What follows belongs to an exercise in optimizing a design on an open flow for small area and a short achievable clock period; a production flow would make more cautious choices.
Where RTL was checked, it was by simulation tests only, not by an equivalence proof against the original.
No functional check of the RTL was part of runs 2 to 5.
Power is estimated from default activity; no workload was simulated.

$ cat design/flow/config.mk
export PLATFORM = sky130hd
export DESIGN_NAME = MAC
export DESIGN_NICKNAME = MAC
export VERILOG_FILES = /design/flow/design.v
export SDC_FILE = /design/flow/constraint.sdc
export NUM_CORES = 4
export LEC_CHECK = 0
export CAP_MARGIN = 20
export CORE_MARGIN = 2
export CORE_UTILIZATION = 40
export SLEW_MARGIN = 20
$ cat design/flow/constraint.sdc
create_clock -name core_clock -period 5.5 [get_ports {clk}]
set_input_delay 1.1000 -clock core_clock [delete_from_list [all_inputs] [get_ports {clk}]]
set_output_delay 1.1000 -clock core_clock [all_outputs]
set_load 0.01 [all_outputs]
$ cat design/flow/design.v
module halfAdder ( a ,b ,sum ,carry );
output sum ;
output carry ;
input a ;
input b ;
assign  sum = a ^ b ;  
assign  carry = a & b;
endmodule
module fullAdder (input a ,b ,cin ,
output sum ,carry );
assign  sum = a ^ b ^ cin;  
assign  carry = (a&b) | (b&cin) | (cin&a);
endmodule
module adder4( a ,b ,cin, sum ,carry );
output [3:0] sum ;
output carry ;
input [3:0] a ;
input [3:0] b ;
input cin;
wire [2:0]s;
fullAdder u0 (a[0],b[0],1'b0,sum[0],s[0]);
fullAdder u1 (a[1],b[1],s[0],sum[1],s[1]);
fullAdder u2 (a[2],b[2],s[1],sum[2],s[2]);
fullAdder u3 (a[3],b[3],s[2],sum[3],carry);
endmodule
module alpha_adder16(a,b,cin,sum,carry );
output [15:0] sum ;
output carry ;
input [15:0] a ;
input [15:0] b ;
input cin;
wire [2:0]c;
adder4 a0 (a[3:0],b[3:0],0,sum[3:0],c[0]);
adder4 a1 (a[7:4],b[7:4],c[0],sum[7:4],c[1]);
adder4 a2 (a[11:8],b[11:8],c[1],sum[11:8],c[2]);
adder4 a3 (a[15:12],b[15:12],c[2],sum[15:12],carry);
endmodule
`timescale 1ns / 1ps
module reg_in(clk,in,out);
input clk;
input [7:0]in;
output reg [7:0]out;
always@(posedge clk)
begin
	out<=in;
end
endmodule
module PPG(X,Y,p00,p01,p02,p03,p04,p05,p06,p07,p10,p11,p12,p13,p14,p15,p16,p17,p20,p21,p22,p23,p24,p25,
          p26,p27,p30,p31,p32,p33,p34,p35,p36,p37,p40,p41,p42,p43,p44,p45,p46,p47,p50,p51,p52,p53,
          p54,p55,p56,p57,p60,p61,p62,p63,p64,p65,p66,p67,p70,p71,p72,p73,p74,p75,p76,p77);
      input [7:0] X;
      input [7:0] Y;
		output p00,p01,p02,p03,p04,p05,p06,p07,p10,p11,p12,p13,p14,p15,p16,p17,p20,p21,p22,p23,p24,p25,
           p26,p27,p30,p31,p32,p33,p34,p35,p36,p37,p40,p41,p42,p43,p44,p45,p46,p47,p50,p51,p52,p53,
           p54,p55,p56,p57,p60,p61,p62,p63,p64,p65,p66,p67,p70,p71,p72,p73,p74,p75,p76,p77;
	 assign     p10 = X[1] & Y[0];
    assign     p20 = X[2] & Y[0];
    assign     p30 = X[3] & Y[0];
    assign     p40 = X[4] & Y[0];
    assign     p50 = X[5] & Y[0];
    assign     p60 = X[6] & Y[0];
    assign     p70 = X[7] & Y[0];
    assign     p01 = X[0] & Y[1];
    assign     p11 = X[1] & Y[1];
    assign     p21 = X[2] & Y[1];
    assign     p31 = X[3] & Y[1];
    assign     p41 = X[4] & Y[1];
    assign     p51 = X[5] & Y[1];
    assign     p61 = X[6] & Y[1];
    assign     p71 = X[7] & Y[1];
    assign     p00 = X[0] & Y[0];
    assign     p02 = X[0] & Y[2];
    assign     p12 = X[1] & Y[2];
    assign     p22 = X[2] & Y[2];
    assign     p32 = X[3] & Y[2];
    assign     p42 = X[4] & Y[2];
    assign     p52 = X[5] & Y[2];
    assign     p62 = X[6] & Y[2];
    assign     p72 = X[7] & Y[2];
    assign     p03 = X[0] & Y[3];
    assign     p13 = X[1] & Y[3];
    assign     p23 = X[2] & Y[3];
    assign     p33 = X[3] & Y[3];
    assign     p43 = X[4] & Y[3];
    assign     p53 = X[5] & Y[3];
    assign     p63 = X[6] & Y[3];
    assign     p73 = X[7] & Y[3];
    assign     p04 = X[0] & Y[4];
    assign     p14 = X[1] & Y[4];
    assign     p24 = X[2] & Y[4];
    assign     p34 = X[3] & Y[4];
    assign     p44 = X[4] & Y[4];
    assign     p54 = X[5] & Y[4];
    assign     p64 = X[6] & Y[4];
    assign     p74 = X[7] & Y[4];
    assign     p05 = X[0] & Y[5];
    assign     p15 = X[1] & Y[5];
    assign     p25 = X[2] & Y[5];
    assign     p35 = X[3] & Y[5];
    assign     p45 = X[4] & Y[5];
    assign     p55 = X[5] & Y[5];
    assign     p65 = X[6] & Y[5];
    assign     p75 = X[7] & Y[5];
    assign     p06 = X[0] & Y[6];
    assign     p16 = X[1] & Y[6];
    assign     p26 = X[2] & Y[6];
    assign     p36 = X[3] & Y[6];
    assign     p46 = X[4] & Y[6];
    assign     p56 = X[5] & Y[6];
    assign     p66 = X[6] & Y[6];
    assign     p76 = X[7] & Y[6];
    assign     p07 = X[0] & Y[7];
    assign     p17 = X[1] & Y[7];
    assign     p27 = X[2] & Y[7];
    assign     p37 = X[3] & Y[7];
    assign     p47 = X[4] & Y[7];
    assign     p57 = X[5] & Y[7];
    assign     p67 = X[6] & Y[7];
    assign     p77 = X[7] & Y[7];
endmodule
module PPR(p00,p01,p02,p03,p04,p05,p06,p07,p10,p11,p12,p13,p14,p15,p16,p17,p20,p21,p22,p23,p24,p25,
          p26,p27,p30,p31,p32,p33,p34,p35,p36,p37,p40,p41,p42,p43,p44,p45,p46,p47,p50,p51,p52,p53,
          p54,p55,p56,p57,p60,p61,p62,p63,p64,p65,p66,p67,p70,p71,p72,p73,p74,p75,p76,p77,row1,row2);
input     p00,p01,p02,p03,p04,p05,p06,p07,p10,p11,p12,p13,p14,p15,p16,p17,p20,p21,p22,p23,p24,p25,
          p26,p27,p30,p31,p32,p33,p34,p35,p36,p37,p40,p41,p42,p43,p44,p45,p46,p47,p50,p51,p52,p53,
          p54,p55,p56,p57,p60,p61,p62,p63,p64,p65,p66,p67,p70,p71,p72,p73,p74,p75,p76,p77;
	 output [15:0] row1;
    output [15:0] row2;	 
     wire  [42:1] s;
     wire  [42:1] c;
 	  halfAdder  h1(p60,p51,s[1],c[1]);
     fullAdder  h2(p70,p61,p52,s[2],c[2]);
     halfAdder  h3(p43,p34,s[3],c[3]);
     fullAdder  h4(p62,p53,p44,s[4],c[4]);
     halfAdder  h5(p26,p35,s[5],c[5]);
     fullAdder  h6(p36,p45,p54,s[6],c[6]);
    halfAdder  h7(p31,p40,s[7],c[7]);
    halfAdder  h8(p14,p23,s[8],c[8]);
    fullAdder  h9(p32,p50,p41,s[9],c[9]);
    fullAdder  h10(p06,p15,p24,s[10],c[10]);
    fullAdder  h11(p33,p42,s[1],s[11],c[11]);
    fullAdder  h12(p07,p16,p25,s[12],c[12]);    
    fullAdder  h13(s[2],s[3],c[1],s[13],c[13]);
    fullAdder  h14(p71,p17,s[5],s[14],c[14]);
    fullAdder  h15(c[2],s[4],c[3],s[15],c[15]);
    fullAdder  h16(p63,p27,p72 ,s[16],c[16]);
    fullAdder  h17(s[6],c[4], c[5],s[17],c[17]);
    fullAdder  h18(p55,p64,p73,s[18],c[18]);
    fullAdder  h19(p37,p46,c[6],s[19],c[19]);
    fullAdder  h20(p56,p65,p74,s[20],c[20]);
    halfAdder  h21(p21,p30,s[21],c[21]);
    fullAdder  h22(p13,p22,s[7],s[22],c[22]);
    fullAdder  h23(s[8],s[9],c[7],s[23],c[23]);
    fullAdder  h24(s[11],c[8],c[9],s[24],c[24]);
    fullAdder  h25(s[13],c[10],c[11],s[25],c[25]);
    fullAdder  h26(s[15],c[12],c[13],s[26],c[26]);
    fullAdder  h27(s[17],c[14],c[15],s[27],c[27]);
    fullAdder  h28(s[19],c[16],c[17],s[28],c[28]);
    fullAdder  h29(c[18],c[19],p47,s[29],c[29]);
    fullAdder  h30(p66,p75,c[20],s[30],c[30]);
    halfAdder  h31(p11,p20,s[31],c[31]);
    fullAdder  h32(p03,p12,s[21],s[32],c[32]);
    fullAdder  h33(p04,c[21],s[22],s[33],c[33]);
    fullAdder  h34(p05,s[23],c[22],s[34],c[34]);
    fullAdder  h35(s[10],s[24],c[23],s[35],c[35]);
    fullAdder  h36(s[12],s[25],c[24],s[36],c[36]);
    fullAdder  h37(s[14],s[26],c[25],s[37],c[37]);
    fullAdder  h38(s[16],s[27],c[26],s[38],c[38]);
    fullAdder  h40(s[18],s[28],c[27],s[39],c[39]);
    fullAdder  h41(s[20],s[29],c[28],s[40],c[40]);
    fullAdder  h42(p57,s[30],c[29],s[41],c[41]);
    fullAdder  h43(p67,p76,c[30],s[42],c[42]);
    assign row1[0] = p00;
    assign row1[1] = p01;
    assign row1[2] = p02;
    assign row1[3] = s[32];
    assign row1[4] = s[33];
    assign row1[5] = s[34];
    assign row1[6] = s[35];
    assign row1[7] = s[36];
    assign row1[8] = s[37];
    assign row1[9] = s[38];
    assign row1[10]= s[39];
    assign row1[11]= s[40];
    assign row1[12]= s[41];
    assign row1[13]= s[42];
    assign row1[14]= p77;
    assign row1[15]= 0;
    assign row2[0] = 0;
    assign row2[1] = p10;
    assign row2[2] = s[31];
    assign row2[3] = c[31];
    assign row2[4] = c[32];
    assign row2[5] = c[33];
    assign row2[6] = c[34];
    assign row2[7] = c[35];
    assign row2[8] = c[36];
    assign row2[9] = c[37];
    assign row2[10]= c[38];
    assign row2[11]= c[39];
    assign row2[12]= c[40];
    assign row2[13]= c[41];
    assign row2[14]= c[42];
    assign row2[15]= 0;
endmodule
`timescale 1ns / 1ps
module MAC( clk,reset,X,Y,reg_Pro );
        input clk,reset;
		  input [7:0] X;
        input [7:0] Y;
  wire [7:0] reg_X;
  wire [7:0] reg_Y;
  wire [15:0] row1;
  wire [15:0] row2;
  wire [15:0] Pro;
  output reg  [15:0] reg_Pro;
  reg_in R1(clk,X,reg_X);
  reg_in R2(clk,Y,reg_Y);
  PPG PP1(reg_X,reg_Y,p00,p01,p02,p03,p04,p05,p06,p07,p10,p11,p12,p13,p14,p15,p16,p17,p20,p21,p22,p23,p24,p25,
          p26,p27,p30,p31,p32,p33,p34,p35,p36,p37,p40,p41,p42,p43,p44,p45,p46,p47,p50,p51,p52,p53,
          p54,p55,p56,p57,p60,p61,p62,p63,p64,p65,p66,p67,p70,p71,p72,p73,p74,p75,p76,p77);
  PPR PP2(p00,p01,p02,p03,p04,p05,p06,p07,p10,p11,p12,p13,p14,p15,p16,p17,p20,p21,p22,p23,p24,p25,
          p26,p27,p30,p31,p32,p33,p34,p35,p36,p37,p40,p41,p42,p43,p44,p45,p46,p47,p50,p51,p52,p53,
          p54,p55,p56,p57,p60,p61,p62,p63,p64,p65,p66,p67,p70,p71,p72,p73,p74,p75,p76,p77,row1,row2);
  alpha_adder16 a(row1,row2,1'b0,Pro,carry);
always@(posedge clk)
begin
if (reset)
	reg_Pro<=0;
else
	reg_Pro<=Pro+reg_Pro;
end
endmodule
$ cat design/flow/run.sh
#!/bin/bash
# synth_recipe.tcl (not shown) runs the flow's synth.tcl, then flattens the netlist and writes it again
# the make line also repeats each setting of config.mk as NAME=value (left out here)
make -C /OpenROAD-flow-scripts/flow DESIGN_CONFIG=/design/flow/config.mk WORK_HOME=/design/flow/orfs CLKGATE_MAP_FILE= SYNTH_SCRIPT=/design/flow/synth_recipe.tcl finish
==> metrics.md, run 1 <==
| Metric | Value |
|---|---|
| Number of diodes | `0` |
| Worst Skew | `0.0118 ns` |
| Area share of the largest cell type after synthesis | `0.288` |
| Data required, critical path | `5.68 ns` |
| DRC violations left | `0` |
| Ratio of total power to cell area | `502 nW/µm²` |
| Post-CTS Repair Setup Buffers | `0` |
| Count of flip-flops with a built-in enable after synthesis | `0` |
| Distinct cells, synth | `32` |
| Drt pass-1 iters | `4` |
| Longest individual stage delay on the worst path | `0.54 ns` |
| X dimension of the die | `90.4 µm` |
| Number of port buffers | `33` |
| Wire length after detailed routing | `5840 µm` |
| Pin count of the biggest net entering global routing | `19` |
| Routed vias/inst | `4.66` |
| Max cap viols | `0` |
| Residual overflow from global routing | `0` |
| Placed wire-length estimate | `4750 µm` |
| Setup repair after global routing missed its margin | `false` |
| Buffers from clock root to sink, at most | `2` |
| Starting Density | `0.412` |
| Die ar. | `8180 µm²` |
| Worst path most repeated cell | `sky130_fd_sc_hd__fa_1` |
| Final-report setup violation count | `0` |
| Worst setup path category | `flip-flop to flip-flop` |
| Path type of the worst min-delay path | `flip-flop to flip-flop` |
| Utilization after layout | `0.503` |
| Leading post-synthesis cells by cell area | `sky130_fd_sc_hd__fa_1 29%, sky130_fd_sc_hd__dfxtp_1 21%, sky130_fd_sc_hd__ha_1 11%` |
| Largest delay contributor family on the critical path | `adder cells` |
| CP Cell Sequence | `nand2_1 > fa_1 > inv_1 > fa_1 > fa_1 > inv_1 > fa_1 > inv_1 > ha_1 > fa_1 > fa_1 > ha_4 > and4_1 > o211a_1 > nand2_1 > a21oi_2 > a31oi_1 > mux2_1` |
| Worst Max-Slew Pin Slew | `0.665 ns` |
| Num CTS Buffers | `5` |
| Count of pins over their slew limit | `0` |
| Die height | `90.4 µm` |
| Number of placement rows | `31` |
| Yosys warns | `68` |
| Slew HR | `0.555` |
| GPL Wtd Cong | `0.790` |
| Syn_nets | `401` |
| Most used flip-flop cell after synthesis | `sky130_fd_sc_hd__dfxtp_1` |
| Core ar. | `7250 µm²` |
| Top Ports | `34` |
| Clock tree from TritonCTS | `built` |
| Final cycle utilization of the critical path | `0.952` |
| Number of DRC markers after the initial detailed-route iteration | `73` |
| Maximum frequency from static timing analysis | `0.191 GHz` |
| Slowest cell on the critical path | `sky130_fd_sc_hd__fa_1` |
| Async set or reset register ratio after synthesis | `0` |
| Library cell with the largest summed area after synthesis | `sky130_fd_sc_hd__fa_1` |
| VDD IR-drop max | `0.285 mV` |
| Critical Path Fanout Max | `8` |
| Sinks on the clock net | `32` |
| Level count of the clock H-tree | `2` |
| Global-route wire length before repair | `10200 µm` |
| Netlist area before placement | `2990 µm²` |
| Reg clk slew, reported paths | `0.08 ns` |
| Top library cells by usage in the layout, fill and taps aside | `56 x sky130_fd_sc_hd__inv_1, 43 x sky130_fd_sc_hd__fa_1, 40 x sky130_fd_sc_hd__and2_1` |
| Type of element capturing the critical path | `flip-flop` |
| Cell at the root of the clock tree | `sky130_fd_sc_hd__clkbuf_8` |
| Final setup TNS | `0 ns` |
| DR WL/cell | `12.7 µm` |
| Leakage power figure | `1.73 nW` |
| Via count | `2144` |
| Detail Route Antenna Nets | `0` |
| Share of layout cells above drive strength 1 | `0.0803` |
| Final net count | `447` |
| Part of the Yosys area used for sequential elements | `0.214` |
| Buffers & Inverters on Critical Path | `3` |
| Worst-skew pair later-pin latency | `0.29 ns` |
| Most common cell after layout, fill and taps aside | `sky130_fd_sc_hd__inv_1` |
| Number of storage elements in the synthesis netlist | `32` |
| Gate count after technology mapping | `314` |
| Number of global-route vias before repair | `2246` |
| Clock period minus final worst setup slack | `5.24 ns` |
| Area added between synthesis and finish | `22.1%` |
| Final Hold Fails | `0` |
| Worst path arrival time | `5.42 ns` |
| Result of the run | `timing/DRC/antenna clean` |
| Post-synthesis average cell area | `9.52 µm²` |
| All-layer global routing usage | `0.155` |
| Antenna violations before repair | `0` |
| Power consumption | `1.83 mW` |
| Type of origin of the critical path | `flip-flop` |
[power by group]
part / switching [mW] / total (mW) / internal [mW]
logic: 0.652 / 1.25 / 0.598
clock network: 0.0927 / 0.253 / 0.160
registers: 0.0378 / 0.328 / 0.290
[worst register-to-register path: stages, from the launching register on]
cell                      delay, ns
sky130_fd_sc_hd__dfxtp_4       0.39
sky130_fd_sc_hd__nand2_1       0.08
sky130_fd_sc_hd__fa_1          0.54
sky130_fd_sc_hd__inv_1         0.05
sky130_fd_sc_hd__fa_1          0.48
sky130_fd_sc_hd__fa_1          0.54
sky130_fd_sc_hd__inv_1         0.05
sky130_fd_sc_hd__fa_1          0.50
sky130_fd_sc_hd__inv_1         0.04
sky130_fd_sc_hd__ha_1          0.19
sky130_fd_sc_hd__fa_1          0.37
sky130_fd_sc_hd__fa_1          0.49
sky130_fd_sc_hd__ha_4          0.33
sky130_fd_sc_hd__and4_1        0.23
sky130_fd_sc_hd__o211a_1       0.16
sky130_fd_sc_hd__nand2_1       0.07
sky130_fd_sc_hd__a21oi_2       0.19
sky130_fd_sc_hd__a31oi_1       0.12
sky130_fd_sc_hd__mux2_1        0.32
[flip-flops by register name (all words and copies together) (netlist names)]
signal,cells
R1.out,8
R2.out,8
reg_Pro,16
[layout make-up]
class | count | area (µm²)
fill | 700 | 3600
sequential | 32 | 651
multi-input combinational | 224 | 2150
clock buffer | 7 | 96.3
clock inverter | 1 | 30.0
tap | 99 | 124
inverter | 56 | 210
timing repair buffer | 41 | 390
[layer usage]
metal | global-route usage | part of all wire
met1 | 0.211 | 0.48
met2 | 0.249 | 0.46
met3 | 0.0426 | 0.042
met4 | 0.0321 | 0.014
met5 | 0 | 0
[metrics by stage]
step | instance area [µm²] | hold slack (ns) | setup slack (ns) | cells
3_5_place_dp | 3500 | 0.593 | 0.0559 | 452
3_3_place_gp | 3500 | 0.593 | 0.216 | 452
2_1_floorplan | 2990 | 0.629 | 0.430 | 314
6_report | 3650 | 0.605 | 0.263 | 460
5_1_grt | 3650 | 0.676 | 0.00466 | 460
4_1_cts | 3620 | 0.613 | 0.0476 | 460
[cells in the mapped netlist, types with 2 or more instances]
library cell               number
sky130_fd_sc_hd__fa_1          43
sky130_fd_sc_hd__and4_1         2
sky130_fd_sc_hd__inv_1         56
sky130_fd_sc_hd__a21o_1         4
sky130_fd_sc_hd__xnor2_1       11
sky130_fd_sc_hd__a211oi_1       2
sky130_fd_sc_hd__nand2_1       34
sky130_fd_sc_hd__nor2b_1        6
sky130_fd_sc_hd__dfxtp_1       32
sky130_fd_sc_hd__xor2_1         8
sky130_fd_sc_hd__o21ai_1        4
sky130_fd_sc_hd__o21bai_1       2
sky130_fd_sc_hd__and2_1        40
sky130_fd_sc_hd__nand3_1        2
sky130_fd_sc_hd__a21oi_1       10
sky130_fd_sc_hd__ha_1          26
sky130_fd_sc_hd__clkbuf_1       2
sky130_fd_sc_hd__nor2_1        15
sky130_fd_sc_hd__a21oi_2        2
[logic make-up after synthesis]
kind of cell	count (synthesis)	share of synthesized area
muxes	2	0.00879
and+or+nand+nor	100	0.169
xor gates and xnor gates	19	0.0557
AOI/OAI and AO/OA	34	0.0825
adders and majority gates	69	0.397
buffers and inverters	58	0.0728
DFF	32	0.214
[worst paths after layout]
check,from,to,slack [ns],cells after the start
setup / recovery,R2.out[2]$_DFF_P_,reg_Pro[14]$_SDFF_PP0_,0.26,18
hold / removal,reg_Pro[0]$_SDFF_PP0_,reg_Pro[0]$_SDFF_PP0_,0.61,2
setup reg to reg,R2.out[2]$_DFF_P_,reg_Pro[14]$_SDFF_PP0_,0.26,18
hold reg to reg,reg_Pro[0]$_SDFF_PP0_,reg_Pro[0]$_SDFF_PP0_,0.61,2
[what timing repair did]
item,4_1_cts,5_1_grt
endpoints found under the setup margin,0,4
resized for setup,0,9
hold buffers,0,0
==> run 2: changes to the inputs <==
--- a/design/flow/design.v
+++ b/design/flow/design.v
@@ -205,17 +205,15 @@
 endmodule
 `timescale 1ns / 1ps
 module MAC( clk,reset,X,Y,reg_Pro );
-        input clk,reset;
-		  input [7:0] X;
-        input [7:0] Y;
-  wire [7:0] reg_X;
-  wire [7:0] reg_Y;
+  input clk,reset;
+  input [7:0] X;
+  input [7:0] Y;
+  output reg [15:0] reg_Pro;
   wire [15:0] row1;
   wire [15:0] row2;
   wire [15:0] Pro;
-  output reg  [15:0] reg_Pro;
-  reg_in R1(clk,X,reg_X);
-  reg_in R2(clk,Y,reg_Y);
+  wire [7:0] reg_X = X;
+  wire [7:0] reg_Y = Y;
   PPG PP1(reg_X,reg_Y,p00,p01,p02,p03,p04,p05,p06,p07,p10,p11,p12,p13,p14,p15,p16,p17,p20,p21,p22,p23,p24,p25,
           p26,p27,p30,p31,p32,p33,p34,p35,p36,p37,p40,p41,p42,p43,p44,p45,p46,p47,p50,p51,p52,p53,
           p54,p55,p56,p57,p60,p61,p62,p63,p64,p65,p66,p67,p70,p71,p72,p73,p74,p75,p76,p77);
@@ -223,11 +221,10 @@
           p26,p27,p30,p31,p32,p33,p34,p35,p36,p37,p40,p41,p42,p43,p44,p45,p46,p47,p50,p51,p52,p53,
           p54,p55,p56,p57,p60,p61,p62,p63,p64,p65,p66,p67,p70,p71,p72,p73,p74,p75,p76,p77,row1,row2);
   alpha_adder16 a(row1,row2,1'b0,Pro,carry);
-always@(posedge clk)
-begin
-if (reset)
-	reg_Pro<=0;
-else
-	reg_Pro<=Pro+reg_Pro;
-end
-endmodule
+  reg [15:0] reg_A;
+  always @(posedge clk) begin
+    reg_A <= Pro;
+    if (reset) reg_Pro <= 0;
+    else reg_Pro <= reg_Pro + reg_A;
+  end
+endmodule
==> run 2 against run 1 <==
Still clean on timing, DRC and antenna; critical path depth down 5; fmax grew 8.4%; combinational power is 26% lower; power shrank 20%; synthesized area rose by 0.88%; global-route usage decreased by 0.24 points; non-clock buffer count fell by 2; sequential power is 13% higher; largest power group unchanged.
==> metrics.md, run 2 <==
| Metric | Value |
|---|---|
| Result of the run | `timing/DRC/antenna clean` |
| Yosys warns | `67 (-1.5%)` |
| Wire length after detailed routing | `5780 µm (-0.99%)` |
| Clock period minus final worst setup slack | `4.83 ns (-0.406 ns)` |
| Worst Skew | `0.00290 ns (-0.00893 ns)` |
| Critical Path Fanout Max | `8 (unchanged)` |
| Global-route wire length before repair | `10300 µm (+1.0%)` |
| DR WL/cell | `12.6 µm (-0.56%)` |
| Filler cell count | `738 (+5.4%)` |
| Internal | `0.841 mW (-20%)` |
| Minimum setup slack among reg-to-reg paths | `3.16 ns (+2.90 ns)` |
| Non-filler instance count after layout | `458 (-0.43%)` |
| Startpoint of the worst register-to-register path | `reg_Pro[0]$_SDFF_PP0_` |
| Number of storage elements in the synthesis netlist | `32 (unchanged)` |
| Top Ports | `34 (unchanged)` |
| Type of element capturing the critical path | `flip-flop` |
| Post_cts resized | `0 (unchanged)` |
| Number of DRC markers after the initial detailed-route iteration | `61 (-16%)` |
| Final-report setup violation count | `0 (unchanged)` |
| Post-synthesis average cell area | `9.48 µm² (-0.39%)` |
| Library cell with the largest summed area after synthesis | `sky130_fd_sc_hd__fa_1` |
| Storage element area | `641 µm² (-1.5%)` |
| GPL Wtd Cong | `0.822 (+4.0%)` |
| Ratio of total power to cell area | `410 nW/µm² (-18%)` |
| Final setup TNS | `0 ns (unchanged)` |
| VDD IR-drop max | `0.141 mV (-51%)` |
| Via count | `2178 (+1.6%)` |
| Post-CTS Repair Setup Buffers | `0 (unchanged)` |
| Slew HR | `0.491 (-0.0638)` |
| Max cap viols | `0 (unchanged)` |
| Num CTS Buffers | `5 (unchanged)` |
| Regs by FF count | `reg_A (16), reg_Pro (16)` |
| Worst setup path category | `input port to flip-flop` |
| Cell at the root of the clock tree | `sky130_fd_sc_hd__clkbuf_8` |
| Leakage power figure | `1.67 nW (-3.8%)` |
| Leading post-synthesis cells by cell area | `sky130_fd_sc_hd__fa_1 29%, sky130_fd_sc_hd__dfxtp_1 21%, sky130_fd_sc_hd__ha_1 11%` |
| Total area of multi-input combinational cells | `2170 µm² (+1.2%)` |
| Core ar. | `7290 µm² (+0.53%)` |
| Part of the Yosys area used for sequential elements | `0.212 (-0.00187)` |
| Number of global-route vias before repair | `2240 (-0.27%)` |
| Routing usage on met2 | `0.249 (about the same)` |
| Setup repair after global routing missed its margin | `false` |
| Proportion of power drawn by combinational gates | `0.633 (-0.050)` |
| Busiest layer in global routing | `met2` |
| P_sw | `0.623 mW (-20%)` |
| Hold-critical path endpoint | `reg_Pro[0]$_SDFF_PP0_` |
| Sequential share of power | `0.253 (+0.074)` |
| R2r worst-path depth | `8 (-10)` |
| Data required, critical path | `5.66 ns (-0.02 ns)` |
| Die height | `90.8 µm (+0.42%)` |
| Final cycle utilization of the critical path | `0.878 (-0.0738)` |
| Antenna violations before repair | `0 (unchanged)` |
| Worst path arrival time | `4.99 ns (-0.43 ns)` |
| Most common cell after layout, fill and taps aside | `sky130_fd_sc_hd__inv_1` |
| Residual overflow from global routing | `0 (unchanged)` |
| Number of placement rows | `31 (unchanged)` |
| Buffers from clock root to sink, at most | `2 (unchanged)` |
| Instance count after placement with tap cells included | `451 (-0.22%)` |
| Async set or reset register ratio after synthesis | `0 (unchanged)` |
| Reg clk slew, reported paths | `0.06 ns (-0.02 ns)` |
| Level count of the clock H-tree | `2 (unchanged)` |
| Detail Route Antenna Nets | `0 (unchanged)` |
| Most common library cells after synthesis | `48 x sky130_fd_sc_hd__inv_1, 43 x sky130_fd_sc_hd__fa_1, 38 x sky130_fd_sc_hd__and2_1, 34 x sky130_fd_sc_hd__nand2_1, 32 x sky130_fd_sc_hd__dfxtp_1` |
| Area share of the largest cell type after synthesis | `0.285 (-0.00251)` |
| Hold wc startpoint | `reg_A[0]$_DFF_P_` |
| Top library cells by usage in the layout, fill and taps aside | `48 x sky130_fd_sc_hd__inv_1, 43 x sky130_fd_sc_hd__fa_1, 38 x sky130_fd_sc_hd__and2_1` |
| Final net count | `446 (-0.22%)` |
| Relative contribution of the clock network to total power | `0.114 (-0.024)` |
| Path type of the worst min-delay path | `flip-flop to flip-flop` |
| Maximum frequency from static timing analysis | `0.207 GHz (+8.4%)` |
| Worst-skew pair later-pin latency | `0.28 ns (about the same)` |
| Number of cells on the worst hold path | `2 (unchanged)` |
| Hold buffer count at cts | `0 (unchanged)` |
| Pin count of the biggest net entering global routing | `22 (+3)` |
| Routed vias/inst | `4.76 (+2.0%)` |
| Starting Density | `0.414 (+0.00141)` |
| X dimension of the die | `90.8 µm (+0.42%)` |
| Share of layout cells above drive strength 1 | `0.0362 (-0.0441)` |
| Final Hold Fails | `0 (unchanged)` |
| Gate count after technology mapping | `318 (+1.3%)` |
| Die ar. | `8250 µm² (+0.84%)` |
| Count of flip-flops with a built-in enable after synthesis | `0 (unchanged)` |
| Top-count cell post-synth | `sky130_fd_sc_hd__inv_1` |
| Count of pins over their slew limit | `0 (unchanged)` |
| End of the worst register-to-register path | `reg_Pro[12]$_SDFF_PP0_` |
| Type of origin of the critical path | `input port` |
| Syn_nets | `405 (+1.0%)` |
| Number of diodes | `0 (unchanged)` |
| Met3 global-route usage | `0.0192 (-0.0234)` |
| All-layer global routing usage | `0.153 (-0.00239)` |
| DRC violations left | `0 (unchanged)` |
| Clock tree from TritonCTS | `built` |
| Area added between synthesis and finish | `18.4%` |
| Worst Max-Slew Pin Slew | `0.761 ns (+0.0953 ns)` |
| Drt pass-1 iters | `5 (+1)` |
| Netlist area before placement | `3020 µm² (+0.88%)` |
| Sinks on the clock net | `32 (unchanged)` |
| GR met1 Demand/Resource | `0.211 (about the same)` |
| Placed wire-length estimate | `4860 µm (+2.3%)` |
| Number of port buffers | `33 (unchanged)` |
| Distinct cells, synth | `41 (+28%)` |
| Most used flip-flop cell after synthesis | `sky130_fd_sc_hd__dfxtp_1` |
| Sw frac | `0.426 (-0.00200)` |
==> run 2: area by class of cell <==
type                            count  area share
Multi-Input combinational cell    233       0.608
Sequential cell                    32       0.179
Timing Repair Buffer               39       0.105
Inverter                           48      0.0505
Tap cell                           99      0.0347
Clock buffer                        6      0.0203
Clock inverter                      1     0.00140
==> run 2: cells by family (layout without fill, tap and decap cells) <==
kind of cell    Yosys count  after routing  synth area share
compound gates           41             41            0.0983
flops                    32             32             0.212
fa+ha+maj                69             69             0.393
xor+xnor                 12             12            0.0349
simple gates            108            108             0.183
buf+inv                  53             94            0.0672
mux                       3              3            0.0112
==> run 2: critical path, cell delays in order <==
cell,delay (ns)
sky130_fd_sc_hd__clkdlybuf4s50_1,0.54
sky130_fd_sc_hd__and2_1,0.24
sky130_fd_sc_hd__fa_1,0.53
sky130_fd_sc_hd__inv_1,0.05
sky130_fd_sc_hd__fa_1,0.49
sky130_fd_sc_hd__fa_1,0.58
sky130_fd_sc_hd__fa_1,0.42
sky130_fd_sc_hd__inv_1,0.07
sky130_fd_sc_hd__ha_1,0.13
sky130_fd_sc_hd__inv_1,0.04
sky130_fd_sc_hd__fa_1,0.35
sky130_fd_sc_hd__inv_1,0.07
sky130_fd_sc_hd__fa_1,0.39
==> run 2: power by group through the flow <==
stage,Sequential [mW],Clock [mW],Combinational (mW)
floorplan,0.385,0,0.666
global placement,0.375,0,0.910
detailed placement,0.376,0,0.924
CTS,0.371,0.173,0.931
global route,0.380,0.184,1.06
finish,0.370,0.167,0.927
==> run 2: per-stage QoR <==
stage	utilization	power [mW]	worst slack, ns	hold slack (ns)	area (µm²)
global route	0.490	1.62	0.477	0.628	3570
finish	0.490	1.46	0.669	0.558	3570
global placement	0.479	1.28	0.402	0.541	3490
detailed placement	0.479	1.30	0.320	0.549	3490
floorplan	-	1.05	1.07	0.524	3020
CTS	0.490	1.47	0.636	0.566	3570
==> run 2: layer usage <==
metal | share of wire | wire, µm
met2 | 0.45 | 2610
met4 | 0.015 | 84
met3 | 0.040 | 233
met5 | 0 | 0
met1 | 0.49 | 2850
==> run 2: how the worst max path moves through the flow <==
stage | start | endpoint | slack, ns | cells after the start
floorplan | X[6] | reg_A[10]$_DFF_P_ | 1.07 | 12
global placement | X[6] | reg_A[10]$_DFF_P_ | 0.40 | 13
detailed placement | X[6] | reg_A[10]$_DFF_P_ | 0.32 | 13
CTS | X[6] | reg_A[10]$_DFF_P_ | 0.64 | 13
global route | Y[2] | reg_A[10]$_DFF_P_ | 0.48 | 13
finish | X[6] | reg_A[10]$_DFF_P_ | 0.67 | 13
==> run 3: changes to the inputs <==
--- a/design/flow/design.v
+++ b/design/flow/design.v
@@ -212,6 +212,7 @@
   wire [15:0] row1;
   wire [15:0] row2;
   wire [15:0] Pro;
+  wire [15:0] t1, t2;
   wire [7:0] reg_X = X;
   wire [7:0] reg_Y = Y;
   PPG PP1(reg_X,reg_Y,p00,p01,p02,p03,p04,p05,p06,p07,p10,p11,p12,p13,p14,p15,p16,p17,p20,p21,p22,p23,p24,p25,
@@ -219,12 +220,15 @@
           p54,p55,p56,p57,p60,p61,p62,p63,p64,p65,p66,p67,p70,p71,p72,p73,p74,p75,p76,p77);
   PPR PP2(p00,p01,p02,p03,p04,p05,p06,p07,p10,p11,p12,p13,p14,p15,p16,p17,p20,p21,p22,p23,p24,p25,
           p26,p27,p30,p31,p32,p33,p34,p35,p36,p37,p40,p41,p42,p43,p44,p45,p46,p47,p50,p51,p52,p53,
-          p54,p55,p56,p57,p60,p61,p62,p63,p64,p65,p66,p67,p70,p71,p72,p73,p74,p75,p76,p77,row1,row2);
+          p54,p55,p56,p57,p60,p61,p62,p63,p64,p65,p66,p67,p70,p71,p72,p73,p74,p75,p76,p77,t1,t2);
+  reg [15:0] reg_r1, reg_r2;
+  assign row1 = reg_r1;
+  assign row2 = reg_r2;
   alpha_adder16 a(row1,row2,1'b0,Pro,carry);
-  reg [15:0] reg_A;
   always @(posedge clk) begin
-    reg_A <= Pro;
+    reg_r1 <= t1;
+    reg_r2 <= t2;
     if (reset) reg_Pro <= 0;
-    else reg_Pro <= reg_Pro + reg_A;
+    else reg_Pro <= reg_Pro + Pro;
   end
 endmodule
==> run 3 against run 2 <==
Sequential cell count increased by 13; still clean on timing, DRC and antenna; non-clock buffer count decreased by 6; worst hold slack improved by 0.0084 ns; power increased by 30%; first-iteration DRC count decreased by 21%; critical endpoint is now reg_r1[9]$_DFF_P_; die area increased by 11%; via count increased by 4.6%; clock skew increased by 0.0026 ns; global-route usage decreased by 0.74 points; sequential power increased by 28%; register-to-register slack got worse by 0.87 ns.
==> metrics.md, run 3 <==
| Metric | Value |
|---|---|
| Dominant combinational cell family by area after synthesis | `adder cells` |
| Slowest cell on the critical path | `sky130_fd_sc_hd__clkdlybuf4s50_1` |
| Worst Max-Slew Pin Slew | `0.721 ns (-0.0391 ns)` |
| Final-report setup violation count | `0 (unchanged)` |
| Final Hold Fails | `0 (unchanged)` |
| Result of the run | `timing/DRC/antenna clean` |
| Final setup TNS | `0 ns (unchanged)` |
| Num CTS Buffers | `5 (unchanged)` |
| Type of element capturing the critical path | `flip-flop` |
| Residual overflow from global routing | `0 (unchanged)` |
| Number of placement rows | `33 (+6.5%)` |
| Maximum frequency from static timing analysis | `0.261 GHz (+26%)` |
| Async set or reset register ratio after synthesis | `0 (unchanged)` |
| Largest register FFs | `16` |
| Most flop-heavy register | `reg_Pro` |
| Worst-case hold slack | `0.566 ns (+0.00842 ns)` |
| Via count | `2278 (+4.6%)` |
| Count of flip-flops with a built-in enable after synthesis | `0 (unchanged)` |
| Utilization after layout | `0.477 (-0.0123)` |
| Placed wire-length estimate | `4900 µm (+0.78%)` |
| Library cell with the largest summed area after synthesis | `sky130_fd_sc_hd__dfxtp_1` |
| Worst path arrival time | `4.01 ns (-0.98 ns)` |
| Detail Route Antenna Nets | `0 (unchanged)` |
| Number of port buffers | `33 (unchanged)` |
| Drt pass-1 iters | `4 (-1)` |
| Pin count of the biggest net entering global routing | `19 (-14%)` |
| Data required, critical path | `5.68 ns (+0.02 ns)` |
| Syn_nets | `430 (+6.2%)` |
| Slew HR | `0.518 (+0.0261)` |
| Worst path most repeated cell | `sky130_fd_sc_hd__fa_1` |
| Antenna violations before repair | `0 (unchanged)` |
| X dimension of the die | `95.6 µm (+5.3%)` |
| Starting Density | `0.411 (-0.00290)` |
| Reg clk slew, reported paths | `0.09 ns (+0.03 ns)` |
| Worst setup path category | `input port to flip-flop` |
| Leakage power figure | `1.77 nW (+6.1%)` |
| CP Cell Sequence | `clkdlybuf4s50_1 > and2_1 > fa_1 > fa_1 > inv_1 > fa_1 > inv_1 > fa_1` |
| Synthesized-area fraction occupied by xor and xnor cells | `0.0391 (+0.00428)` |
| Wire length after detailed routing | `5890 µm (+2.0%)` |
| Type of origin of the critical path | `input port` |
| All-layer global routing usage | `0.145 (-0.00737)` |
| Area added between synthesis and finish | `16.2%` |
| Global-route wire length before repair | `10400 µm (+1.5%)` |
| Placed cell area | `3780 µm² (+8.4%)` |
| Fin worst setup slack | `1.67 ns (+0.998 ns)` |
| Path type of the worst min-delay path | `flip-flop to flip-flop` |
| Post-synthesis simple-gate area fraction | `0.164 (-0.0186)` |
| Multiplexer share of the synthesized area | `0.00671 (-0.00449)` |
| DR WL/cell | `12.1 µm (-3.7%)` |
| Most used flip-flop cell after synthesis | `sky130_fd_sc_hd__dfxtp_1` |
| VDD IR-drop max | `0.158 mV (+12%)` |
| Power consumption | `1.90 mW (+30%)` |
| GPL Wtd Cong | `0.837 (+1.9%)` |
| Number of DRC markers after the initial detailed-route iteration | `48 (-21%)` |
| Count of pins over their slew limit | `0 (unchanged)` |
| Die height | `95.6 µm (+5.3%)` |
| Gate count after technology mapping | `342 (+7.5%)` |
| Instance count after placement with tap cells included | `477 (+5.8%)` |
| Minimum setup slack among reg-to-reg paths | `2.29 ns (-0.87 ns)` |
| Top-count cell post-synth | `sky130_fd_sc_hd__inv_1` |
| Max cap viols | `0 (unchanged)` |
| Hold buffer count at cts | `0 (unchanged)` |
| Cell at the root of the clock tree | `sky130_fd_sc_hd__clkbuf_8` |
| Netlist area before placement | `3360 µm² (+11%)` |
| Setup repair after global routing missed its margin | `false` |
| Buffers from clock root to sink, at most | `2 (unchanged)` |
| Most common library cells after synthesis | `60 x sky130_fd_sc_hd__inv_1, 45 x sky130_fd_sc_hd__dfxtp_1, 43 x sky130_fd_sc_hd__fa_1, 37 x sky130_fd_sc_hd__and2_1, 36 x sky130_fd_sc_hd__nand2_1` |
| Final net count | `467 (+4.7%)` |
| Number of diodes | `0 (unchanged)` |
| Ratio of total power to cell area | `487 nW/µm² (+19%)` |
| Worst-skew pair later-pin latency | `0.30 ns (+0.02 ns)` |
| Top Ports | `34 (unchanged)` |
| Routed vias/inst | `4.70 (-1.2%)` |
| Top library cells by usage in the layout, fill and taps aside | `60 x sky130_fd_sc_hd__inv_1, 45 x sky130_fd_sc_hd__dfxtp_1, 43 x sky130_fd_sc_hd__fa_1` |
| Critical Path Fanout Max | `8 (unchanged)` |
| Post-CTS Repair Setup Buffers | `0 (unchanged)` |
| Most common cell after layout, fill and taps aside | `sky130_fd_sc_hd__inv_1` |
| Regs by FF count | `reg_Pro (16), reg_r1 (15)` |
| DRC violations left | `0 (unchanged)` |
| Leading post-synthesis cells by cell area | `sky130_fd_sc_hd__dfxtp_1 27%, sky130_fd_sc_hd__fa_1 26%, sky130_fd_sc_hd__ha_1 10%` |
| Post-place setup slack | `1.33 ns (+1.01 ns)` |
| Non-filler instance count after layout | `485 (+5.9%)` |
| Core ar. | `8180 µm² (+12%)` |
| Post-synthesis average cell area | `9.82 µm² (+3.5%)` |
| Design Area, Final | `3900 µm² (+9.3%)` |
| Number of global-route vias before repair | `2264 (+1.1%)` |
| Filler cell count | `796 (+7.9%)` |
| Clock period minus final worst setup slack | `3.83 ns (-0.998 ns)` |
| Final cycle utilization of the critical path | `0.697 (-0.182)` |
| Clock tree from TritonCTS | `built` |
| Part of the Yosys area used for sequential elements | `0.268 (+0.0559)` |
| Distinct cells, synth | `40 (-2.4%)` |
| Post-synthesis compound-gate area fraction | `0.0876 (-0.0108)` |
| Die ar. | `9140 µm² (+11%)` |
| Sinks on the clock net | `45 (+41%)` |
| Worst Skew | `0.00554 ns (+0.00265 ns)` |
| Longest individual stage delay on the worst path | `0.56 ns (-0.02 ns)` |
| Level count of the clock H-tree | `2 (unchanged)` |
| Post_cts resized | `0 (unchanged)` |
| Number of storage elements in the synthesis netlist | `45 (+41%)` |
| Share of layout cells above drive strength 1 | `0.0395 (+0.00326)` |
| Area share of the largest cell type after synthesis | `0.268 (-0.0171)` |
| Synth Area in Adders | `0.357 (-0.0363)` |
| Yosys warns | `67 (unchanged)` |
## run 3: cell count changes in the layout (fill, tap and decap cells not counted), moves of 3 or more
| cell | previous run | this run |
|---|---|---|
| sky130_fd_sc_hd__a21o_1 | 6 | 2 |
| sky130_fd_sc_hd__a31oi_1 | 3 | 0 |
| sky130_fd_sc_hd__inv_1 | 48 | 60 |
| sky130_fd_sc_hd__a21oi_1 | 9 | 12 |
| sky130_fd_sc_hd__dfxtp_1 | 32 | 45 |
| sky130_fd_sc_hd__nor4_1 | 0 | 3 |
| sky130_fd_sc_hd__buf_4 | 6 | 0 |
| sky130_fd_sc_hd__nor3_1 | 6 | 1 |
| sky130_fd_sc_hd__mux2_1 | 3 | 0 |
| sky130_fd_sc_hd__o31ai_1 | 1 | 6 |
## run 3: worst paths after layout
| path | end | cells past startpoint | startpoint |
|---|---|---|---|
| worst max-delay path | reg_r1[9]$_DFF_P_ | 8 | Y[5] |
| worst min-delay path | reg_Pro[0]$_SDFF_PP0_ | 2 | reg_r1[0]$_DFF_P_ |
| worst min register to register | reg_Pro[0]$_SDFF_PP0_ | 2 | reg_r1[0]$_DFF_P_ |
| worst max register to register | reg_Pro[12]$_SDFF_PP0_ | 11 | a.a1.b[0]$_DFF_P_ |
## run 3: area by class of cell
| cell class | instances | area (µm²) | area share |
|---|---|---|---|
| inverter | 60 | 225 | 0.0577 |
| tap | 105 | 131 | 0.0337 |
| clock inverter | 3 | 47.5 | 0.0122 |
| sequential | 45 | 901 | 0.231 |
| multi-input combinational | 234 | 2200 | 0.563 |
| timing repair buffer | 33 | 330 | 0.0847 |
| clock buffer | 5 | 68.8 | 0.0176 |
## run 3: cells by family after synthesis
family	Yosys count
compound gates	40
xor+xnor	15
fa+ha+maj	70
buf+inv	63
flops	45
mux	2
simple gates	107
## run 3: metal layers
| metal | track usage | share of wire | up-vias |
|---|---|---|---|
| met4 | 0.0429 | 0.011 | 0 |
| met1 | 0.204 | 0.50 | 1081 |
| met3 | 0.0166 | 0.030 | 4 |
| met2 | 0.237 | 0.46 | 37 |
| met5 | 0 | 0 | - |
| li1 | - | - | 1156 |
## run 3: where the power goes
group	leakage [nW]	total [mW]	switching [mW]	internal (mW)
Clock	0.0591	0.260	0.121	0.139
Sequential	0.376	0.472	0.0425	0.430
Combinational	1.34	1.17	0.628	0.538
Total	1.77	1.90	0.792	1.11
## run 3: worst max-delay path: cells and delay by family
kind	cells	cell delay [ns]
and+or+nand+nor	1	0.25
buffers and inverters	3	0.66
adders and majority gates	4	1.99
==> run 4: changes to the inputs <==
--- a/design/flow/config.mk
+++ b/design/flow/config.mk
@@ -8,4 +8,5 @@
 export CAP_MARGIN = 20
 export CORE_MARGIN = 2
 export CORE_UTILIZATION = 40
+export SETUP_SLACK_MARGIN = 2.0
 export SLEW_MARGIN = 20
==> run 4 against run 3 <==
Still clean; critical endpoint is now reg_r1[7]$_DFF_P_; first-iteration DRC count fell by 6.3%; worst setup slack improved by 0.40 ns; sequential cell count did not move; worst hold slack improved by 0.00059 ns.
==> metrics.md, run 4 <==
| Metric | Value |
|---|---|
| Result of the run | `timing/DRC/antenna clean` |
| Level count of the clock H-tree | `2 (unchanged)` |
| X dimension of the die | `95.6 µm (unchanged)` |
| CP Cell Sequence | `clkdlybuf4s15_2 > and2_4 > fa_1 > fa_1 > inv_1 > fa_1 > inv_1 > fa_1` |
| Via count | `2286 (+0.35%)` |
| Drt pass-1 iters | `4 (unchanged)` |
| Worst-skew pair later-pin latency | `0.30 ns (about the same)` |
| Die height | `95.6 µm (unchanged)` |
| Critical Path Fanout Max | `8 (unchanged)` |
| Worst setup path category | `input port to flip-flop` |
| Count of pins over their slew limit | `0 (unchanged)` |
| Clock tree from TritonCTS | `built` |
| Die ar. | `9140 µm² (unchanged)` |
| Syn_nets | `430 (unchanged)` |
| Top-count cell post-synth | `sky130_fd_sc_hd__inv_1` |
| Count of flip-flops with a built-in enable after synthesis | `0 (unchanged)` |
| Filler cell count | `801 (+0.63%)` |
| Most common cell after layout, fill and taps aside | `sky130_fd_sc_hd__inv_1` |
| Worst Max-Slew Pin Slew | `0.720 ns (-0.00161 ns)` |
| Post-synthesis average cell area | `9.82 µm² (unchanged)` |
| Final cycle utilization of the critical path | `0.624 (-0.0733)` |
| End of the worst register-to-register path | `reg_Pro[12]$_SDFF_PP0_` |
| Antenna violations before repair | `0 (unchanged)` |
| Buffers & Inverters on Critical Path | `3 (unchanged)` |
| Routed vias/inst | `4.71 (+0.35%)` |
| DR WL/cell | `12.3 µm (+0.87%)` |
| Worst path arrival time | `3.62 ns (-0.39 ns)` |
| GPL Wtd Cong | `0.837 (unchanged)` |
| Ratio of total power to cell area | `490 nW/µm² (+0.66%)` |
| Setup repair after global routing missed its margin | `false` |
| Maximum frequency from static timing analysis | `0.292 GHz (+12%)` |
| Leakage power figure | `1.79 nW (+0.98%)` |
| Hold buffer count at cts | `0 (unchanged)` |
| Final Hold Fails | `0 (unchanged)` |
| Area share of the largest cell type after synthesis | `0.268 (unchanged)` |
| Most flop-heavy register | `reg_Pro` |
| Share of layout cells above drive strength 1 | `0.0763 (+0.0368)` |
| Global-route wire length before repair | `10400 µm (+0.20%)` |
| Reg clk slew, reported paths | `0.09 ns (about the same)` |
| Worst-case hold slack | `0.567 ns (+0.000588 ns)` |
| Cell at the root of the clock tree | `sky130_fd_sc_hd__clkbuf_8` |
| Top Ports | `34 (unchanged)` |
| Clock period minus final worst setup slack | `3.43 ns (-0.403 ns)` |
| Core ar. | `8180 µm² (unchanged)` |
| Worst Skew | `0.00787 ns (+0.00233 ns)` |
| Number of diodes | `0 (unchanged)` |
| Area added between synthesis and finish | `15.4%` |
| Number of global-route vias before repair | `2257 (-0.31%)` |
| Routed met3 length | `153 µm (-12%)` |
| Post-CTS Repair Setup Buffers | `0 (unchanged)` |
| Minimum setup slack among reg-to-reg paths | `2.29 ns (about the same)` |
| Longest individual stage delay on the worst path | `0.54 ns (-0.02 ns)` |
| Part of the Yosys area used for sequential elements | `0.268 (unchanged)` |
| DRC violations left | `0 (unchanged)` |
| Detailed-routed wire length on met2 | `2740 µm (+0.62%)` |
| Most used flip-flop cell after synthesis | `sky130_fd_sc_hd__dfxtp_1` |
| Max cap viols | `0 (unchanged)` |
| Number of port buffers | `33 (unchanged)` |
| Residual overflow from global routing | `0 (unchanged)` |
| Number of placement rows | `33 (unchanged)` |
| Hold-critical path endpoint | `reg_Pro[0]$_SDFF_PP0_` |
| Placed wire-length estimate | `4900 µm (unchanged)` |
| Startpoint of the worst register-to-register path | `a.a1.b[0]$_DFF_P_` |
| Wire length after detailed routing | `5940 µm (+0.87%)` |
| Type of element capturing the critical path | `flip-flop` |
| Wire length on met1 | `2990 µm (+2.0%)` |
| Data required, critical path | `5.69 ns (about the same)` |
| Final setup TNS | `0 ns (unchanged)` |
| Yosys warns | `67 (unchanged)` |
| Number of DRC markers after the initial detailed-route iteration | `45 (-6.3%)` |
| Number of storage elements in the synthesis netlist | `45 (unchanged)` |
| VDD IR-drop max | `0.157 mV (-0.30%)` |
| Final net count | `467 (unchanged)` |
| Top library cells by usage in the layout, fill and taps aside | `60 x sky130_fd_sc_hd__inv_1, 45 x sky130_fd_sc_hd__dfxtp_1, 43 x sky130_fd_sc_hd__fa_1` |
| Final-report setup violation count | `0 (unchanged)` |
| Buffers from clock root to sink, at most | `2 (unchanged)` |
| Slew HR | `0.519 (+0.00108)` |
| Distinct cells, synth | `40 (unchanged)` |
| Hold wc startpoint | `reg_r1[0]$_DFF_P_` |
| Async set or reset register ratio after synthesis | `0 (unchanged)` |
| Type of origin of the critical path | `input port` |
| Top routing layer in use | `met4` |
| Gate count after technology mapping | `342 (unchanged)` |
| Netlist area before placement | `3360 µm² (unchanged)` |
| Largest register FFs | `16 (unchanged)` |
| Sinks on the clock net | `45 (unchanged)` |
| Pin count of the biggest net entering global routing | `19 (unchanged)` |
| Num CTS Buffers | `5 (unchanged)` |
| Detail Route Antenna Nets | `0 (unchanged)` |
| Path type of the worst min-delay path | `flip-flop to flip-flop` |
| Slowest cell on the critical path | `sky130_fd_sc_hd__fa_1` |
| Number of cells on the worst hold path | `2 (unchanged)` |
| Regs by FF count | `reg_Pro (16), reg_r1 (15)` |
| Leading post-synthesis cells by cell area | `sky130_fd_sc_hd__dfxtp_1 27%, sky130_fd_sc_hd__fa_1 26%, sky130_fd_sc_hd__ha_1 10%` |
| Library cell with the largest summed area after synthesis | `sky130_fd_sc_hd__dfxtp_1` |
| Worst path most repeated cell | `sky130_fd_sc_hd__fa_1` |
| R2r worst-path depth | `11 (unchanged)` |
| All-layer global routing usage | `0.146 (+0.000334)` |
| Largest delay contributor family on the critical path | `adder cells` |
| Starting Density | `0.411 (unchanged)` |
| Most common library cells after synthesis | `60 x sky130_fd_sc_hd__inv_1, 45 x sky130_fd_sc_hd__dfxtp_1, 43 x sky130_fd_sc_hd__fa_1, 37 x sky130_fd_sc_hd__and2_1, 36 x sky130_fd_sc_hd__nand2_1` |
run 4: changes by cell type in the layout (fill, tap and decap cells not counted):
cell,delta
sky130_fd_sc_hd__and2_1,-2
sky130_fd_sc_hd__clkdlybuf4s15_2,+4
sky130_fd_sc_hd__and2_4,+2
sky130_fd_sc_hd__clkdlybuf4s50_1,-13
sky130_fd_sc_hd__dlymetal6s2s_1,+1
sky130_fd_sc_hd__buf_2,+4
sky130_fd_sc_hd__clkbuf_2,+4
run 4: area by class of cell:
class                   instances  area [µm²]  share of cell area
inverters                      60         225              0.0581
clock buffers                   5        68.8              0.0178
repair buffers                 33         298              0.0769
multi-input cells             234        2200               0.568
flip-flops and latches         45         901               0.233
well taps                     105         131              0.0339
clock inverters                 3        47.5              0.0123
run 4: stage by stage:
step | total power [mW] | utilization | std cells | setup WS [ns] | cell area (µm²)
after global placement | 1.63 | 0.463 | 477 | 1.35 | 3780
final | 1.90 | 0.474 | 485 | 2.07 | 3870
after global routing | 2.08 | 0.474 | 485 | 2.00 | 3870
after CTS | 1.91 | 0.478 | 485 | 1.99 | 3910
after floorplan | 1.37 | - | 342 | 2.04 | 3360
after detailed placement | 1.65 | 0.463 | 477 | 1.33 | 3780
run 4: where the power goes:
| part | switching [mW] | internal, mW | leakage (nW) |
|---|---|---|---|
| Sequential | 0.0423 | 0.430 | 0.376 |
| Clock | 0.123 | 0.139 | 0.0591 |
| Combinational | 0.629 | 0.535 | 1.35 |
| Total | 0.794 | 1.10 | 1.79 |
run 4: cells by family (layout without fill, tap and decap cells):
| logic type | after synthesis | in the layout | share of synthesized area |
|---|---|---|---|
| simple gates | 107 | 107 | 0.164 |
| fa+ha+maj | 70 | 70 | 0.357 |
| buf+inv | 63 | 101 | 0.0772 |
| flops | 45 | 45 | 0.268 |
| compound gates | 40 | 40 | 0.0876 |
| xor+xnor | 15 | 15 | 0.0391 |
| mux | 2 | 2 | 0.00671 |
run 4: metal layers:
metal | vias to the layer above | GRT usage
li1 | 1156 | -
met1 | 1092 | 0.204
met2 | 34 | 0.237
met3 | 4 | 0.0166
met4 | 0 | 0.0429
met5 | - | 0
run 4: tightest hold or removal path: cells and delay by family (launching register included):
kind                       cells  cell delay (ns)
adders and majority gates      1             0.11
DFF                            1             0.33
and+or+nand+nor                1             0.10
run 4: worst max-delay path by stage:
| stage | from | endpoint | slack (ns) | depth (start not counted) |
|---|---|---|---|---|
| floorplan | Y[0] | reg_r1[7]$_DFF_P_ | 2.04 | 7 |
| global placement | Y[5] | reg_r1[9]$_DFF_P_ | 1.35 | 8 |
| detailed placement | Y[5] | reg_r1[9]$_DFF_P_ | 1.33 | 8 |
| CTS | X[4] | reg_r1[9]$_DFF_P_ | 1.99 | 8 |
| global route | Y[1] | reg_r1[7]$_DFF_P_ | 2.00 | 8 |
| finish | Y[2] | reg_r1[7]$_DFF_P_ | 2.07 | 8 |
run 4: what timing repair did:
item | in CTS | in global routing
setup endpoints to repair | 10 | 7
resized for setup | 30 | 17
pin swaps | 0 | 2
==> run 5: changes to the inputs <==
--- a/design/flow/config.mk
+++ b/design/flow/config.mk
@@ -5,8 +5,9 @@
 export SDC_FILE = /design/flow/constraint.sdc
 export NUM_CORES = 4
 export LEC_CHECK = 0
+export ABC_CLOCK_PERIOD_IN_PS = 3000
 export CAP_MARGIN = 20
 export CORE_MARGIN = 2
 export CORE_UTILIZATION = 40
-export SETUP_SLACK_MARGIN = 2.0
+export SETUP_SLACK_MARGIN = 2.5
 export SLEW_MARGIN = 20
==> run 5 against run 4 <==
Critical path depth unchanged; power up 15%; die area unchanged; sequential share of layout area down 1.8 points.
==> metrics.md, run 5 <==
| Metric | Value |
|---|---|
| Distinct cells, synth | `40 (unchanged)` |
| Async set or reset register ratio after synthesis | `0 (unchanged)` |
| Worst-skew pair later-pin latency | `0.30 ns (about the same)` |
| Area added between synthesis and finish | `25.4%` |
| Worst setup path category | `input port to flip-flop` |
| Slew HR | `0.509 (-0.00964)` |
| Largest register FFs | `16 (unchanged)` |
| Fin worst setup slack | `2.35 ns (+0.278 ns)` |
| Type of origin of the critical path | `input port` |
| All-layer global routing usage | `0.160 (+0.0146)` |
| Clock tree from TritonCTS | `built` |
| Worst Skew | `0.00716 ns (-0.000712 ns)` |
| Area share of the largest cell type after synthesis | `0.268 (unchanged)` |
| Post-place setup slack | `1.45 ns (+0.121 ns)` |
| Count of flip-flops with a built-in enable after synthesis | `0 (unchanged)` |
| Reg clk slew, reported paths | `0.08 ns (about the same)` |
| CP Cell Sequence | `buf_4 > and2_4 > fa_2 > fa_1 > inv_1 > fa_1 > inv_1 > fa_2` |
| Level count of the clock H-tree | `2 (unchanged)` |
| Library cell with the largest summed area after synthesis | `sky130_fd_sc_hd__dfxtp_1` |
| Routing usage on met2 | `0.277 (+0.0402)` |
| Top library cells by usage in the layout, fill and taps aside | `55 x sky130_fd_sc_hd__inv_1, 44 x sky130_fd_sc_hd__dfxtp_1, 35 x sky130_fd_sc_hd__nand2_1` |
| Longest individual stage delay on the worst path | `0.50 ns (-0.04 ns)` |
| Residual overflow from global routing | `0 (unchanged)` |
| Pin count of the biggest net entering global routing | `19 (unchanged)` |
| Number of DRC markers after the initial detailed-route iteration | `55 (+22%)` |
| Num CTS Buffers | `5 (unchanged)` |
| Wire length after detailed routing | `6570 µm (+11%)` |
| Syn_nets | `430 (unchanged)` |
| Largest delay contributor family on the critical path | `adder cells` |
| Worst-case hold slack | `0.571 ns (+0.00385 ns)` |
| Relative contribution of the clock network to total power | `0.116 (-0.022)` |
| Number of global-route vias before repair | `2426 (+7.5%)` |
| Worst Max-Slew Pin Slew | `0.734 ns (+0.0144 ns)` |
| Most common library cells after synthesis | `60 x sky130_fd_sc_hd__inv_1, 45 x sky130_fd_sc_hd__dfxtp_1, 43 x sky130_fd_sc_hd__fa_1, 37 x sky130_fd_sc_hd__and2_1, 36 x sky130_fd_sc_hd__nand2_1` |
| Critical Path Fanout Max | `8 (unchanged)` |
| Top Ports | `34 (unchanged)` |
| Count of pins over their slew limit | `0 (unchanged)` |
| Worst path arrival time | `3.40 ns (-0.22 ns)` |
| Leading post-synthesis cells by cell area | `sky130_fd_sc_hd__dfxtp_1 27%, sky130_fd_sc_hd__fa_1 26%, sky130_fd_sc_hd__ha_1 10%` |
| Result of the run | `timing/DRC/antenna clean` |
| Top-count cell post-synth | `sky130_fd_sc_hd__inv_1` |
| Core ar. | `8180 µm² (unchanged)` |
| Buffers from clock root to sink, at most | `2 (unchanged)` |
| X dimension of the die | `95.6 µm (unchanged)` |
| Final Hold Fails | `0 (unchanged)` |
| Filler cell count | `751 (-6.2%)` |
| Maximum frequency from static timing analysis | `0.317 GHz (+8.8%)` |
| VDD IR-drop max | `0.185 mV (+18%)` |
| Share of layout cells above drive strength 1 | `0.215 (+0.138)` |
| Final setup TNS | `0 ns (unchanged)` |
| Post-synthesis average cell area | `9.82 µm² (unchanged)` |
| Routed vias/inst | `4.70 (-0.27%)` |
| Regs by FF count | `reg_Pro (16), reg_r1 (15)` |
| Number of diodes | `0 (unchanged)` |
| P_sw | `0.906 mW (+14%)` |
| Total area of multi-input combinational cells | `2350 µm² (+6.8%)` |
| Busiest layer in global routing | `met2` |
| DRC violations left | `0 (unchanged)` |
| Via count | `2355 (+3.0%)` |
| GPL Wtd Cong | `0.818 (-2.3%)` |
| Type of element capturing the critical path | `flip-flop` |
| Netlist area before placement | `3360 µm² (unchanged)` |
| Data required, critical path | `5.75 ns (+0.06 ns)` |
| Max cap viols | `0 (unchanged)` |
| Final net count | `483 (+3.4%)` |
| Number of storage elements in the synthesis netlist | `45 (unchanged)` |
| Most common cell after layout, fill and taps aside | `sky130_fd_sc_hd__inv_1` |
| Starting Density | `0.411 (unchanged)` |
| Number of placement rows | `33 (unchanged)` |
| Proportion of power drawn by combinational gates | `0.666 (+0.053)` |
| Number of port buffers | `33 (unchanged)` |
| Sinks on the clock net | `45 (unchanged)` |
| Clock period minus final worst setup slack | `3.15 ns (-0.278 ns)` |
| Final cycle utilization of the critical path | `0.573 (-0.0506)` |
| Ratio of total power to cell area | `517 nW/µm² (+5.6%)` |
| Cell at the root of the clock tree | `sky130_fd_sc_hd__clkbuf_8` |
| Storage element area | `902 µm² (+0.14%)` |
| Die height | `95.6 µm (unchanged)` |
| Yosys warns | `67 (unchanged)` |
| Most flop-heavy register | `reg_Pro` |
| Slowest cell on the critical path | `sky130_fd_sc_hd__fa_2` |
| Power consumption | `2.18 mW (+15%)` |
| Buffers & Inverters on Critical Path | `3 (unchanged)` |
| Drt pass-1 iters | `4 (unchanged)` |
| Die ar. | `9140 µm² (unchanged)` |
| Internal | `1.27 mW (+15%)` |
| GR met1 Demand/Resource | `0.205 (+0.00119)` |
| Sequential share of power | `0.218 (-0.031)` |
| Most used flip-flop cell after synthesis | `sky130_fd_sc_hd__dfxtp_1` |
| Setup repair after global routing missed its margin | `true` |
| Placed wire-length estimate | `5020 µm (+2.5%)` |
| DR WL/cell | `13.1 µm (+7.1%)` |
| Part of the Yosys area used for sequential elements | `0.268 (unchanged)` |
| Path type of the worst min-delay path | `flip-flop to flip-flop` |
| Hold buffer count at cts | `0 (unchanged)` |
| Gate count after technology mapping | `342 (unchanged)` |
| Global-route wire length before repair | `11300 µm (+8.6%)` |
| Detail Route Antenna Nets | `0 (unchanged)` |
| Final-report setup violation count | `0 (unchanged)` |
| Antenna violations before repair | `0 (unchanged)` |
| Sw frac | `0.416 (-0.00219)` |
| Leakage power figure | `1.90 nW (+6.4%)` |
| Met3 global-route usage | `0.0229 (+0.00632)` |
## run 5: cell counts after synthesis
No cell type changed its count.
## run 5: final cells by class
| type | instances | share of cell area |
|---|---|---|
| clock buffer | 6 | 0.0172 |
| clock inverter | 2 | 0.00922 |
| inverter | 60 | 0.0535 |
| multi-input combinational | 234 | 0.559 |
| sequential | 45 | 0.214 |
| tap | 105 | 0.0312 |
| timing repair buffer | 49 | 0.116 |
## run 5: tightest hold or removal path, cell delays in order, from the launching register on
cell and delay, ns:
sky130_fd_sc_hd__dfxtp_1 0.32, sky130_fd_sc_hd__ha_1 0.11, sky130_fd_sc_hd__nor2b_1 0.11
## run 5: logic make-up (layout without fill, tap and decap cells)
logic type | Yosys count | in the layout | share of synthesized area
AO/OA/AOI/OAI | 40 | 40 | 0.0876
XOR/XNOR | 15 | 15 | 0.0391
buffers and inverters | 63 | 117 | 0.0772
multiplexers | 2 | 2 | 0.00671
flip-flops | 45 | 45 | 0.268
AND/OR/NAND/NOR | 107 | 107 | 0.164
adder cells (fa/ha/maj) | 70 | 70 | 0.357
## run 5: power groups by stage
stage | Sequential [mW] | Combinational (mW) | Clock, mW
2_1_floorplan | 0.496 | 0.877 | 0
3_3_place_gp | 0.481 | 1.15 | 0
3_5_place_dp | 0.483 | 1.17 | 0
4_1_cts | 0.475 | 1.34 | 0.262
5_1_grt | 0.486 | 1.61 | 0.276
6_report | 0.475 | 1.45 | 0.253
## run 5: path summary, 6_finish.rpt
| path | startpoint | end | cells after the start | slack [ns] |
|---|---|---|---|---|
| worst min-delay path | reg_r1[0]$_DFF_P_ | reg_Pro[0]$_SDFF_PP0_ | 2 | 0.57 |
| worst min register to register | reg_r1[0]$_DFF_P_ | reg_Pro[0]$_SDFF_PP0_ | 2 | 0.57 |
| worst max-delay path | Y[6] | reg_r1[9]$_DFF_P_ | 8 | 2.35 |
| worst max register to register | a.a1.b[0]$_DFF_P_ | reg_Pro[12]$_SDFF_PP0_ | 11 | 2.63 |
## run 5: metal layers
| layer | part of all wire | vias up | wire length, µm |
|---|---|---|---|
| li1 | - | 1183 | - |
| met1 | 0.47 | 1124 | 3100 |
| met2 | 0.49 | 42 | 3190 |
| met3 | 0.030 | 6 | 195 |
| met4 | 0.012 | 0 | 82 |
| met5 | 0 | - | 0 |
## run 5: what timing repair did
action / in CTS / in global routing
cloned: 0 / 0
pin swaps: 15 / 19
endpoints found under the hold margin: 0 / 0
setup buffers: 10 / 6
gates resized for setup: 102 / 24
endpoints found under the setup margin: 20 / 14
## run 5: stage by stage
stage / utilization / area (µm²) / instances
2_1_floorplan: - / 3380 / 342
3_3_place_gp: 0.466 / 3810 / 477
3_5_place_dp: 0.466 / 3810 / 477
4_1_cts: 0.501 / 4090 / 495
5_1_grt: 0.515 / 4210 / 501
6_report: 0.515 / 4210 / 501

-- separate check: timing with driven ports --
Ports are ideal in the flow. The routed layouts listed here were re-timed in OpenROAD.
Step 1, drivers: a clkbuf_16 drives clk and a buf_2 each remaining input, both assumed.
Step 2 times the ports against the registers' clock, not the clock port: input delays grow and output delays shrink by t, the midpoint of the rising clock arrivals with the driver on.
a / b / c = no drivers / after step 1 / after step 2; a / b = the first two.
| run | t, ns | slack for setup (ns) | worst register clock-pin slew, ns | worst data-port slew with drivers (ns) |
|---|---|---|---|---|
| run 1 | 0.311 | 0.263 / 0.263 / 0.263 | 0.08 / 0.08 | 0.04 |
| run 2 | 0.308 | 0.669 / 0.673 / 0.364 | 0.06 / 0.06 | 0.03 |
| run 3 | 0.319 | 1.667 / 1.668 / 1.349 | 0.09 / 0.09 | 0.03 |
| run 4 | 0.320 | 2.070 / 2.075 / 1.755 | 0.09 / 0.09 | 0.03 |
| run 5 | 0.330 | 2.348 / 2.343 / 2.013 | 0.09 / 0.09 | 0.06 |
After both steps every run listed still meets setup and hold. The setup slack of run 5, which loses most, moves by -0.005 ns with the drivers and by -0.335 ns with both steps.
